From an optimization exercise on the open Yosys and OpenROAD flow, aimed at small area and a short achievable clock period; shortcuts taken in it are not production practice. Function was checked by simulation only, so behaviour that the tests miss may differ from the original.

==> branch amber <==
Design add1, start of the top module:
module add1(
	input clk,
	input operation,
	input [15:0] x,y,
	output [15:0] z,
	input [2:0]counter
	);
export LEC_CHECK = 0
export CAP_MARGIN = 20
export CORE_MARGIN = 2
export CORE_UTILIZATION = 60
export PLACE_DENSITY = 0.75
export SETUP_SLACK_MARGIN = 2.0
export SLEW_MARGIN = 20
create_clock -name core_clock -period 8.5 [get_ports {clk}]
standard.sh (not shown) runs the stock make flow with config.mk's settings and CLKGATE_MAP_FILE= SYNTH_SCRIPT=/design/flow/synth_recipe.tcl, a recipe that flattens the netlist after the stock synthesis.
==> flow/flow/run.sh <==
#!/bin/bash
# Own layout flow: the standard ORFS flow (standard.sh) with these changes:
#  - synthesis is synth_recipe.tcl with ORFS synth.tcl patched by flow/patch_synth.py:
#    the RTL's full adder module add1_fa becomes the library full adder cell, no other
#    adder extraction, modules kept apart until after ABC (synth_recipe.tcl flattens them
#    at the end), and ABC maps add1_mcpa (the multiplier's final adder and the
#    selection of the next register values) with
#    flow/abc_fast.script and the rest with flow/abc.script;
#  - ports are buffered with sky130_fd_sc_hd__buf_1;
set -euo pipefail
W=$PWD
python3 flow/patch_synth.py "$FLOW_HOME/scripts/synth.tcl" "$W/flow_synth_mod.tcl" > patch.log 2>&1
sed "s#source \$::env(SCRIPTS_DIR)/synth.tcl#source $W/flow_synth_mod.tcl#" synth_recipe.tcl > flow_synth.tcl
grep -q "flow_synth_mod.tcl" flow_synth.tcl
export MY_ABC_SCRIPT=$W/flow/abc.script
export MY_ABC_SCRIPT_FAST=$W/flow/abc_fast.script
export MY_FAST_MODULES=add1_mcpa
bash standard.sh SYNTH_SCRIPT=$W/flow_synth.tcl synth > flow_synth.log 2>&1
bash standard.sh SYNTH_SCRIPT=$W/flow_synth.tcl "BUFFER_PORTS_ARGS=-buffer_cell sky130_fd_sc_hd__buf_1" SKIP_INCREMENTAL_REPAIR=1 finish > flow_layout.log 2>&1
test -f out/final.def
==> flow/flow/abc.script <==
strash
dch
map -D 3500
buffer -c
topo
stime -c
upsize -c
dnsize -c
==> flow/flow/abc_fast.script <==
strash
dch
map -D 1500
buffer -c
topo
stime -c
upsize -c
dnsize -c
==> flow/flow/patch_synth.py <==
import sys
s = open(sys.argv[1]).read()
def rep(old, new):
    global s
    assert s.count(old) == 1, old
    s = s.replace(old, new)
# the design's full adder module (add1_fa) becomes the library's full adder cell
rep("hierarchy -check -top $::env(DESIGN_NAME)\n",
    "hierarchy -check -top $::env(DESIGN_NAME)\n"
    "chtype -map add1_fa sky130_fd_sc_hd__fa_1\n"
    "hierarchy -check -top $::env(DESIGN_NAME)\n")
# keep the design's modules apart until after ABC (synth_recipe.tcl flattens at the end)
rep("  synth -flatten -run :fine {*}$synth_full_args\n", "  synth -run :fine {*}$synth_full_args\n")
# no other adder extraction
rep("  extract_fa {*}[dont_use_extract_fa_args]\n", "")
# final ABC mapping: the fast modules with one script, the rest with another
rep("  log_cmd abc {*}$abc_args\n",
    "  foreach m $::env(MY_FAST_MODULES) {\n"
    "    log_cmd abc {*}[lreplace $abc_args 1 1 $::env(MY_ABC_SCRIPT_FAST)] $m\n"
    "  }\n"
    "  log_cmd abc {*}[lreplace $abc_args 1 1 $::env(MY_ABC_SCRIPT)] $::env(DESIGN_NAME)\n")
open(sys.argv[2], 'w').write(s)
==> branch ember: changes against branch amber <==
--- a/flow/design.v
+++ b/flow/design.v
@@ -291,20 +291,21 @@
 add1_fa u_tn173 (.A(tn109), .B(tn138), .CIN(tn139), .COUT(tn174), .SUM(tn173));
 wire tn175, tn176;
 add1_fa u_tn175 (.A(tn111), .B(tn140), .CIN(tn141), .COUT(tn176), .SUM(tn175));
 wire tn177, tn178;
 add1_fa u_tn177 (.A(tn112), .B(tn142), .CIN(tn143), .COUT(tn178), .SUM(tn177));
 wire tn179, tn180;
 add1_fa u_tn179 (.A(xmn[9]), .B(ymn[9]), .CIN(tn144), .COUT(tn180), .SUM(tn179));
-wire [21:0] mr0n = {1'b1, tn180, tn178, tn176, tn174, tn172, tn170, tn168, tn166, tn164, tn162, tn160, tn158, tn156, tn154, tn152, tn150, tn148, tn146, ppn2_0, ppn0_1, ppn0_0};
-wire [21:0] mr1n = {1'b1, 1'b0, tn179, tn177, tn175, tn173, tn171, tn169, tn167, tn165, tn163, tn161, tn159, tn157, tn155, tn153, tn151, tn149, tn147, tn145, ppn1_0, 1'b1};
+wire [21:0] mr0 = {1'b0, ~tn180, ~tn178, ~tn176, ~tn174, ~tn172, ~tn170, ~tn168, ~tn166, ~tn164, ~tn162, ~tn160, ~tn158, ~tn156, ~tn154, ~tn152, ~tn150, ~tn148, ~tn146, ~ppn2_0, ~ppn0_1, ~ppn0_0};
+wire [21:0] mr1 = {1'b0, 1'b1, ~tn179, ~tn177, ~tn175, ~tn173, ~tn171, ~tn169, ~tn167, ~tn165, ~tn163, ~tn161, ~tn159, ~tn157, ~tn155, ~tn153, ~tn151, ~tn149, ~tn147, ~tn145, ~ppn1_0, 1'b0};
 wire [4:0] m_e0 = xe + ye + 5'd17;
 wire [4:0] m_e1 = xe + ye + 5'd18;
-wire [9:0] zm_d;
-wire [4:0] ze_d;
+wire [9:0] m_man;
+wire [4:0] m_exp;
+add1_mcpa u_mcpa (.mr0(mr0), .mr1(mr1), .e0(m_e0), .e1(m_e1), .m_man(m_man), .m_exp(m_exp));
 wire m_zero = (x == 16'h0000) | (y == 16'h0000);
 wire [5:0] dxy = {1'b0, xe} - {1'b0, ye};
 wire lt = dxy[5];                           
 wire gt = ~dxy[5] & (dxy[4:0] != 5'd0);     
 wire [4:0] dyxm1 = ~dxy[4:0];
 wire [10:0] B = lt ? Y : X;
 wire [10:0] Xsh = {1'b0, X[10:1]} >> dyxm1;
@@ -411,31 +412,31 @@
 	if (H == 12'd0 && !sa) begin
 		a_exp = 5'd0;
 		a_man = 10'd0;
 		a_keep = 1'b0;
 	end
 end
 wire a_zero = (x == 16'h0000) & (y == 16'h0000);
-add1_mcpa u_mcpa (.mr0n(mr0n), .mr1n(mr1n), .e0(m_e0), .e1(m_e1),
-                  .op(operation), .m_zero(m_zero), .a_zero(a_zero), .a_man(a_man), .a_exp(a_exp),
-                  .zm_d(zm_d), .ze_d(ze_d));
 always @(posedge clk) begin
 	if (counter == 3'd0) begin
-		if (operation) z_sign <= m_zero ? 1'b0 : xs ^ ys;
-		else z_sign <= a_zero ? 1'b0 : sa;
-		z_exp <= ze_d;
-		if (operation | a_zero | ~a_keep) z_m <= zm_d;
+		if (operation) begin
+			z_sign <= m_zero ? 1'b0 : xs ^ ys;
+			z_exp <= m_zero ? 5'd0 : m_exp;
+			z_m <= m_zero ? 10'd0 : m_man;
+		end else begin
+			z_sign <= a_zero ? 1'b0 : sa;
+			z_exp <= a_zero ? 5'd0 : a_exp;
+			if (a_zero) z_m <= 10'd0;
+			else if (!a_keep) z_m <= a_man;
+		end
 	end
 end
 endmodule
-module add1_mcpa(input [21:0] mr0n, input [21:0] mr1n, input [4:0] e0, input [4:0] e1,
-                 input op, input m_zero, input a_zero, input [9:0] a_man, input [4:0] a_exp,
-                 output [9:0] zm_d, output [4:0] ze_d);
-wire [21:0] mr0 = {1'b0, ~mr0n[20], ~mr0n[19], ~mr0n[18], ~mr0n[17], ~mr0n[16], ~mr0n[15], ~mr0n[14], ~mr0n[13], ~mr0n[12], ~mr0n[11], ~mr0n[10], ~mr0n[9], ~mr0n[8], ~mr0n[7], ~mr0n[6], ~mr0n[5], ~mr0n[4], ~mr0n[3], ~mr0n[2], ~mr0n[1], ~mr0n[0]};
-wire [21:0] mr1 = {1'b0, 1'b1, ~mr1n[19], ~mr1n[18], ~mr1n[17], ~mr1n[16], ~mr1n[15], ~mr1n[14], ~mr1n[13], ~mr1n[12], ~mr1n[11], ~mr1n[10], ~mr1n[9], ~mr1n[8], ~mr1n[7], ~mr1n[6], ~mr1n[5], ~mr1n[4], ~mr1n[3], ~mr1n[2], ~mr1n[1], 1'b0};
+module add1_mcpa(input [21:0] mr0, input [21:0] mr1, input [4:0] e0, input [4:0] e1,
+                 output [9:0] m_man, output [4:0] m_exp);
 wire mc_g0 = mr0[0] & mr1[0];
 wire mc_p0 = mr0[0] ^ mr1[0];
 wire mc_g1 = mr0[1] & mr1[1];
 wire mc_p1 = mr0[1] ^ mr1[1];
 wire mc_g2 = mr0[2] & mr1[2];
 wire mc_p2 = mr0[2] ^ mr1[2];
 wire mc_g3 = mr0[3] & mr1[3];
@@ -564,16 +565,14 @@
 wire mc_P4_19 = mc_P1_19 & mc_P3_15;
 wire mc_G4_20 = mc_G2_20 | (mc_P2_20 & mc_G3_15);
 wire mc_P4_20 = mc_P2_20 & mc_P3_15;
 wire mc_G4_21 = mc_G2_21 | (mc_P2_21 & mc_G3_15);
 wire mc_P4_21 = mc_P2_21 & mc_P3_15;
 wire [21:0] P = {(mc_p21 ^ mc_G4_20), (mc_p20 ^ mc_G4_19), (mc_p19 ^ mc_G4_18), (mc_p18 ^ mc_G4_17), (mc_p17 ^ mc_G4_16), (mc_p16 ^ mc_G3_15), (mc_p15 ^ mc_G3_14), (mc_p14 ^ mc_G3_13), (mc_p13 ^ mc_G3_12), (mc_p12 ^ mc_G3_11), (mc_p11 ^ mc_G3_10), (mc_p10 ^ mc_G3_9), (mc_p9 ^ mc_G3_8), (mc_p8 ^ mc_G2_7), (mc_p7 ^ mc_G2_6), (mc_p6 ^ mc_G2_5), (mc_p5 ^ mc_G2_4), (mc_p4 ^ mc_G1_3), (mc_p3 ^ mc_G1_2), (mc_p2 ^ mc_G0_1), (mc_p1 ^ mc_g0), (mc_p0 ^ 1'b0)};
 wire mh = P[21];
-wire [9:0] m_man = mh ? P[20:11] : P[19:10];
-wire [4:0] m_exp = mh ? e1 : e0;
-assign zm_d = op ? (m_zero ? 10'd0 : m_man) : (a_zero ? 10'd0 : a_man);
-assign ze_d = op ? (m_zero ? 5'd0 : m_exp) : (a_zero ? 5'd0 : a_exp);
+assign m_man = mh ? P[20:11] : P[19:10];
+assign m_exp = mh ? e1 : e0;
 endmodule
 module add1_fa(input A, input B, input CIN, output COUT, output SUM);
 assign SUM = A ^ B ^ CIN;
 assign COUT = (A & B) | (A & CIN) | (B & CIN);
 endmodule
==> flow/flow/run.sh (replaced) <==
#!/bin/bash
# Own layout flow: the standard ORFS flow (standard.sh) with these changes:
#  - synthesis is synth_recipe.tcl with ORFS synth.tcl patched by flow/patch_synth.py:
#    the RTL's full adder module add1_fa becomes the library full adder cell, no other
#    adder extraction, modules kept apart until after ABC (synth_recipe.tcl flattens them
#    at the end), and ABC maps add1_mcpa (the multiplier's final adder) with
#    flow/abc_fast.script and the rest with flow/abc.script;
#  - ports are buffered with sky130_fd_sc_hd__buf_1.
# The registers and their names are those of the standard synthesis.
# Each tool's output goes to a log in this folder (and ORFS's own logs under orfs/logs).
set -euo pipefail
W=$PWD
python3 flow/patch_synth.py "$FLOW_HOME/scripts/synth.tcl" "$W/flow_synth_mod.tcl" > patch.log 2>&1
sed "s#source \$::env(SCRIPTS_DIR)/synth.tcl#source $W/flow_synth_mod.tcl#" synth_recipe.tcl > flow_synth.tcl
grep -q "flow_synth_mod.tcl" flow_synth.tcl
export MY_ABC_SCRIPT=$W/flow/abc.script
export MY_ABC_SCRIPT_FAST=$W/flow/abc_fast.script
export MY_FAST_MODULES=add1_mcpa
bash standard.sh SYNTH_SCRIPT=$W/flow_synth.tcl synth > flow_synth.log 2>&1
bash standard.sh SYNTH_SCRIPT=$W/flow_synth.tcl "BUFFER_PORTS_ARGS=-buffer_cell sky130_fd_sc_hd__buf_1" finish > flow_layout.log 2>&1
test -f out/final.def
==> flow/flow/abc.script (replaced) <==
strash
dch
map -D 4500
buffer -c
topo
stime -c
upsize -c
dnsize -c
SETUP_SLACK_MARGIN = 1.5   (was 2.0)
==> flow_metrics.py <==
metrics = {
    "status": {
        "status": "timing/DRC/antenna clean",
    },
    "global_routing": {
        "met2_usage_pct": 60.4,
        "grt.total_usage_pct": 34.5,
    },
    "final_layout": {
        "fillers": 936,
    },
    "floorplanning": {
        "n_tap_cell": 136,
        "initial_utilization_pct": 61.0,
    },
    "placed_design": {
        "post_dp_cell_area_sq_um": 6390,
    },
}
That was branch amber.
==> flow_metrics.py <==
metrics = {
    "status": {
        "status": "timing/DRC/antenna clean",
    },
    "final_layout": {
        "fillers": 1043,
    },
    "floorplanning": {
        "n_tap_cell": 140,
        "initial_utilization_pct": 60.9,
    },
    "global_routing": {
        "met2_usage_pct": 56.5,
        "grt.total_usage_pct": 32.5,
    },
    "placed_design": {
        "post_dp_cell_area_sq_um": 6730,
    },
}
That was branch ember.

[what the ideal ports hide]
No port has a modelled driver above. Below, the same layouts with a new extraction and two added sets of constraints.
Step 1 (the two cells are an assumption about what drives the block):
set clk [get_ports {clk}]
set_driving_cell -lib_cell sky130_fd_sc_hd__clkbuf_16 $clk
set_driving_cell -lib_cell sky130_fd_sc_hd__buf_2 [delete_from_list [all_inputs] $clk]
Step 2, shift: input delay + t, output delay - t, t = (earliest + latest rising clock arrival at the registers) / 2. This alone moves slack from input paths to output paths.
a / b / c = no drivers / after step 1 / after step 2; a / b = the first two.
run	t (ns)	setup WS [ns]	slew at the worst register clock pin (ns)	worst data-port slew with drivers (ns)	pins driven straight from the clock port
branch amber	0.267	1.901 / 1.895 / 1.629	0.06 / 0.06	0.03	1
branch ember	0.274	1.846 / 1.848 / 1.574	0.07 / 0.07	0.04	1
After both steps every run listed still meets setup and hold.
